What follows belongs to an exercise in optimizing a design on an open flow for small area, a short achievable clock period and few clock cycles per item; a production flow would make more cautious choices.
Only simulation tests tie the RTL to the original design; equivalence was not proved.

==> flow/design.v (outline; a module is shown in full before it is edited, if it fits) <==
// module Milestone1_convert: 294 lines
// module yt_part: 56 lines
// module pix_sum: 481 lines
// module fir_sum: 147 lines
module Milestone1_convert (
	input  logic          Clock,
	input  logic          Resetn,
	input  logic          Enable,
	input  logic   [15:0] SRAM_read_data,
	input  logic          redo,
	output logic          SRAM_we_n,
	output logic   [17:0] SRAM_address,
	output logic   [15:0] SRAM_write_data,
	output logic          Finish
);
  // ...
==> flow/flow/run.sh <==
#!/bin/bash
# Standard ORFS layout (standard.sh), with timing repair aimed at a setup
# margin below the design's clock period.  The SDC and clock are unchanged.
set -euo pipefail
bash standard.sh SETUP_SLACK_MARGIN=9.5 finish > orfs_make.log 2>&1
==> flow/standard.sh <==
#!/bin/bash
# synth_recipe.tcl (not shown) runs the flow's synth.tcl, then flattens the netlist and writes it again
# the make line also repeats each setting of config.mk as NAME=value (left out here)
make -C /OpenROAD-flow-scripts/flow DESIGN_CONFIG=/design/flow/config.mk WORK_HOME=/design/flow/orfs CLKGATE_MAP_FILE= SYNTH_SCRIPT=/design/flow/synth_recipe.tcl "${@:-finish}"
==> flow/config.mk <==
export PLATFORM = sky130hd
export DESIGN_NAME = Milestone1_convert
export DESIGN_NICKNAME = Milestone1_convert
export VERILOG_FILES = /design/flow/design.v
export SDC_FILE = /design/flow/constraint.sdc
export NUM_CORES = 4
export LEC_CHECK = 0
export CAP_MARGIN = 20
export CORE_MARGIN = 2
export CORE_UTILIZATION = 40
export SLEW_MARGIN = 20
==> flow/constraint.sdc <==
create_clock -name core_clock -period 14.0 [get_ports {Clock}]
set_input_delay 2.8000 -clock core_clock [delete_from_list [all_inputs] [get_ports {Clock}]]
set_output_delay 2.8000 -clock core_clock [all_outputs]
set_load 0.01 [all_outputs]
==> results by group, run 1 <==
Timing
  • Fin Setup TNS: 0 ps
  • Max Fclk: 231 MHz
  • Slew Limit Headroom: 25.9%

Global route
  • Initial antenna violation count: 0
  • Met2 usage: 29.8%
  • Met3 GRT Util: 2.62%
  • Largest net degree at the start of global routing: 60

CTS
  • Clock root buffer: clkbuf_16
  • Clk sink count: 485

Final layout
  • Sequential cell area share: 36.4%
  • # nets final: 3023
  • Top class by area: multi-input combinational cells
  • Area Growth Syn to Fin: 12.2%
  • Commonest non-fill, non-tap cells in the layout: 464 x inv_1, 311 x dfxtp_1, 280 x fa_1
  • Non-clock buffer share of cell area: 1.91%
  • FFs & Latches: 485
  • Area of the multi-input gates: 0.0146 mm2

Flow run
  • # Max-Cap Violations: 0

Synth
  • Synth Area in Simple Gates: 6.97%
  • Synth async-reset ratio: 0.619%
  • Post-synthesis compound-gate area fraction: 8.86%
  • Largest family of logic cells by synthesized area: adder cells
  • Post-synthesis adder-cell area fraction: 29.4%

Placed design
  • Pre-CTS setup slack: 10120 ps
  • Dpl cells: 3399
  • Placed Area: 0.0296 mm2

Route
  • TritonRoute pass-1 iters: 5
  • DRC: 0
  • Vias per cell: 4.97

Floorplanning
  • FP Rows: 97
  • Die area: 0.0722 mm2

Setup path
  • Crit path max-delay family: buffers and inverters
  • Delay of the slowest cell on the worst path: 560 ps

Outcome
  • Outcome: complete, no violations
Testbench counts, summed over its fixed seeds: cycles 1,545,808, frames 8.
==> run 2: changes to the inputs <==
==> flow/run.sh (new file) <==
#!/bin/bash
# synth_recipe.tcl (not shown) runs the flow's synth.tcl, then flattens the netlist and writes it again
# the make line also repeats each setting of config.mk as NAME=value (left out here)
make -C /OpenROAD-flow-scripts/flow DESIGN_CONFIG=/design/flow/config.mk WORK_HOME=/design/flow/orfs CLKGATE_MAP_FILE= SYNTH_SCRIPT=/design/flow/synth_recipe.tcl finish
removed: flow/flow/run.sh
removed: flow/standard.sh
==> results by group, run 2 <==
Outcome
  • Outcome: complete, no violations (unchanged)

Timing
  • Fin Setup TNS: 0 ps (unchanged)
  • Setup-failing EPs final: 0 (unchanged)
  • Final worst slack: 9520 ps (was 9670 ps)
  • Tcrit/Tclk final: 32.0% (was 30.9%)
  • Worst Tran Pin Value: 1100 ps (unchanged)
  • Hold Fails Final Rpt: 0 (unchanged)
  • Skew final: 60.8 ps (was 60.9 ps)
  • Fin. max-slew vios: 0 (unchanged)
  • Slew Limit Headroom: 25.9% (unchanged)
  • Fin crit period: 4480 ps (was 4330 ps)
  • Max Fclk: 223 MHz (was 231 MHz)
  • Hold Slack: 328 ps (unchanged)
  • RSZ-0062 raised after global routing: false (unchanged)

Setup path
  • CP endpoint kind: output pin (unchanged)
  • Critical Path RT: 11200 ps (about the same)
  • Crit-path slowest cell: clkdlybuf4s50_1 (unchanged)
  • Crit path max-delay family: buffers and inverters (unchanged)
  • CP Class: reg -> out (unchanged)
  • Worst Path Arrival: 1680 ps (was 1530 ps)
  • Crit path buffers/inverters: 1 (unchanged)
  • Setup crit start kind: flop (unchanged)
  • Crit-path max FO: 1 (was 2)
  • Delay of the slowest cell on the worst path: 540 ps (was 560 ps)
  • Crit path cell chain: clkdlybuf4s50_1 (unchanged)

CTS
  • Worst-Skew Late Latency: 640 ps (about the same)
  • CTS tree: built (unchanged)
  • Num CTS Buffers: 52 (unchanged)
  • Post-CTS setup buffer count: 0 (unchanged)
  • Post-cts sizing count: 0 (was 1)
  • Clock-pin slew on the worst setup and hold paths: 60 ps (about the same)
  • H-Tree Depth: 2 (unchanged)
  • Clock root buffer: clkbuf_16 (unchanged)
  • Hold_buf cts: 0 (unchanged)
  • Clk sink count: 485 (unchanged)
  • Clk buf depth: 3 (unchanged)

Placed design
  • GPL Wtd Cong: 0.911 (unchanged)
  • I/O Buffers: 55 (unchanged)
  • Dpl cells: 3399 (unchanged)
  • Pre-CTS setup slack: 10120 ps (unchanged)
  • Hpwl dp: 49.9 mm (unchanged)
  • Placed Area: 0.0296 mm2 (unchanged)

Synth
  • Post-synth top area cell: dfxtp_1 (unchanged)
  • FF+latch count, synth: 485 (unchanged)
  • Synth top area share: 22.3% (unchanged)
  • Syn_area_per_cell: 11.4 um2 (unchanged)
  • Main area contributors after synthesis: dfxtp_1 22%, fa_1 20%, edfxtp_1 18% (unchanged)
  • Synth async-reset ratio: 0.619% (unchanged)
  • Synth top cells by count: 464 x inv_1, 312 x dfxtp_1, 280 x fa_1, 210 x ha_1, 170 x edfxtp_1 (unchanged)
  • Syn Std Cell Area: 0.0280 mm2 (unchanged)
  • Number of flops mapped to enable cells by yosys: 170 (unchanged)
  • Mapped Cells: 2448 (unchanged)
  • Synth unique cells: 84 (unchanged)
  • Sequential fraction of the synthesis area: 40.8% (unchanged)
  • Most used DFF post-synth: dfxtp_1 (unchanged)
  • Synthesized Nets: 2958 (unchanged)
  • Ys Warns: 3 (unchanged)
  • Most instantiated library cell after synthesis: inv_1 (unchanged)

Route
  • DRC: 0 (unchanged)
  • Vias per cell: 4.97 (unchanged)
  • Met2 WL post-DR: 30.0 mm (about the same)
  • TritonRoute pass-1 iters: 5 (unchanged)
  • Uppermost layer routed: met4 (unchanged)
  • DR WL met3: 2.89 mm (was 2.88 mm)
  • Met1 WL: 29.2 mm (about the same)
  • Avg WL per Cell: 18.2 um (about the same)
  • DRT antenna net count: 0 (unchanged)
  • Vias: 17364 (unchanged)
  • DR iter-0 viols: 1056 (unchanged)
  • Final wirelength: 63.8 mm (about the same)

Floorplanning
  • Ports: 56 (unchanged)
  • Die Span X: 269 um (unchanged)
  • FP Rows: 97 (unchanged)
  • Core ar.: 0.0697 mm2 (unchanged)
  • Die area: 0.0722 mm2 (unchanged)
  • Die H: 269 um (unchanged)
  • Initial Util: 40.2% (unchanged)

Final layout
  • # nets final: 3023 (unchanged)
  • Commonest non-fill, non-tap cell in the layout: inv_1 (unchanged)
  • Largest regs: su x48, sv x48 (unchanged)
  • ANT cells: 0 (unchanged)
  • Post-layout util: 45.1% (about the same)
  • Register area: 0.0114 mm2 (unchanged)
  • FILL cells: 6463 (was 6464)
  • Commonest non-fill, non-tap cells in the layout: 464 x inv_1, 311 x dfxtp_1, 280 x fa_1 (unchanged)
  • Share of cells above drive strength 1: 7.32% (unchanged)
  • Finished Cell Area: 0.0314 mm2 (about the same)
  • Area Growth Syn to Fin: 12.2% (about the same)
  • Area of the multi-input gates: 0.0146 mm2 (unchanged)
  • Final Non-Filler Cells: 3496 (unchanged)

Global route
  • Grt ovf: 0 (unchanged)
  • Initial antenna violation count: 0 (unchanged)
  • GRT Util Overall: 18.1% (unchanged)
  • Largest net degree at the start of global routing: 60 (unchanged)
  • Vias in the first global route: 18066 (unchanged)
  • First-pass GRT wire length: 101 mm (unchanged)

Worst hold path
  • Hold Path Class: reg -> reg (unchanged)

Flow run
  • # Max-Cap Violations: 0 (unchanged)
run 2: cell types whose count changed in the layout (fill, tap and decap cells not counted), sizes merged:
cell | previous run | this run
clkdlybuf4s50 | 54 | 55
dlygate4sd2 | 1 | 0
run 2: cell families (layout without fill, tap and decap cells):
kind of cell | count (synthesis) | in the layout | synth area share [%]
buffers and inverters | 517 | 625 | 7.05
XOR/XNOR | 104 | 104 | 3.35
flip-flops | 485 | 485 | 40.8
multiplexers | 93 | 93 | 3.59
adder cells (fa/ha/maj) | 490 | 490 | 29.4
AO/OA/AOI/OAI | 367 | 367 | 8.86
AND/OR/NAND/NOR | 392 | 392 | 6.97
run 2: final cells by class:
type / instances / area share (%)
clock buffers: 72 / 4.95
inverters: 466 / 5.56
repair buffers: 62 / 1.92
multi-input cells: 1446 / 46.5
well taps: 940 / 3.74
clock inverters: 25 / 0.983
flip-flops and latches: 485 / 36.3
run 2: worst paths after layout:
check | startpoint | end | slack [ps] | cells past startpoint
worst max-delay path | SRAM_we_n | SRAM_we_n | 9520 | 1
worst min-delay path | tag_a[0] | tag_b[0] | 330 | 0
worst max register to register | p_nu[4] | q_gc | 10260 | 10
worst min register to register | tag_a[0] | tag_b[0] | 330 | 0
max in group asynchronous | Resetn | SRAM_we_n | 11430 | 1
min in group asynchronous | Resetn | Finish | 2350 | 1
run 2: routing by layer:
metal	track usage [%]	up-vias
met1	24.7	8632
met3	2.62	100
met5	0	-
li1	-	8263
met4	5.93	0
met2	29.8	369

## static timing again, ports no longer ideal
The results above use ideal ports. As a check the final layouts listed here were re-extracted and re-timed, cells and wires unchanged.
Step 1: set_driving_cell puts a clkbuf_16 on Clock and a buf_2 on each other input, an assumption about the parent block.
Step 2 adds t to the input delays and takes it off the output delays; t is the mean of the earliest and latest rising clock arrival at the registers after step 1. Input paths then give back, and output paths get back, about the clock's delay inside the block.
a / b / c = ideal / step 1 / step 2; a / b = the first two.
run	t, ns	setup WS [ns]	worst setup path after step 2	worst data-port slew with drivers (ns)
run 1	0.677	9.668 / 9.599 / 10.123	input to register	0.04
run 2	0.677	9.521 / 9.451 / 10.123	input to register	0.04
After both steps every run listed still meets setup and hold.
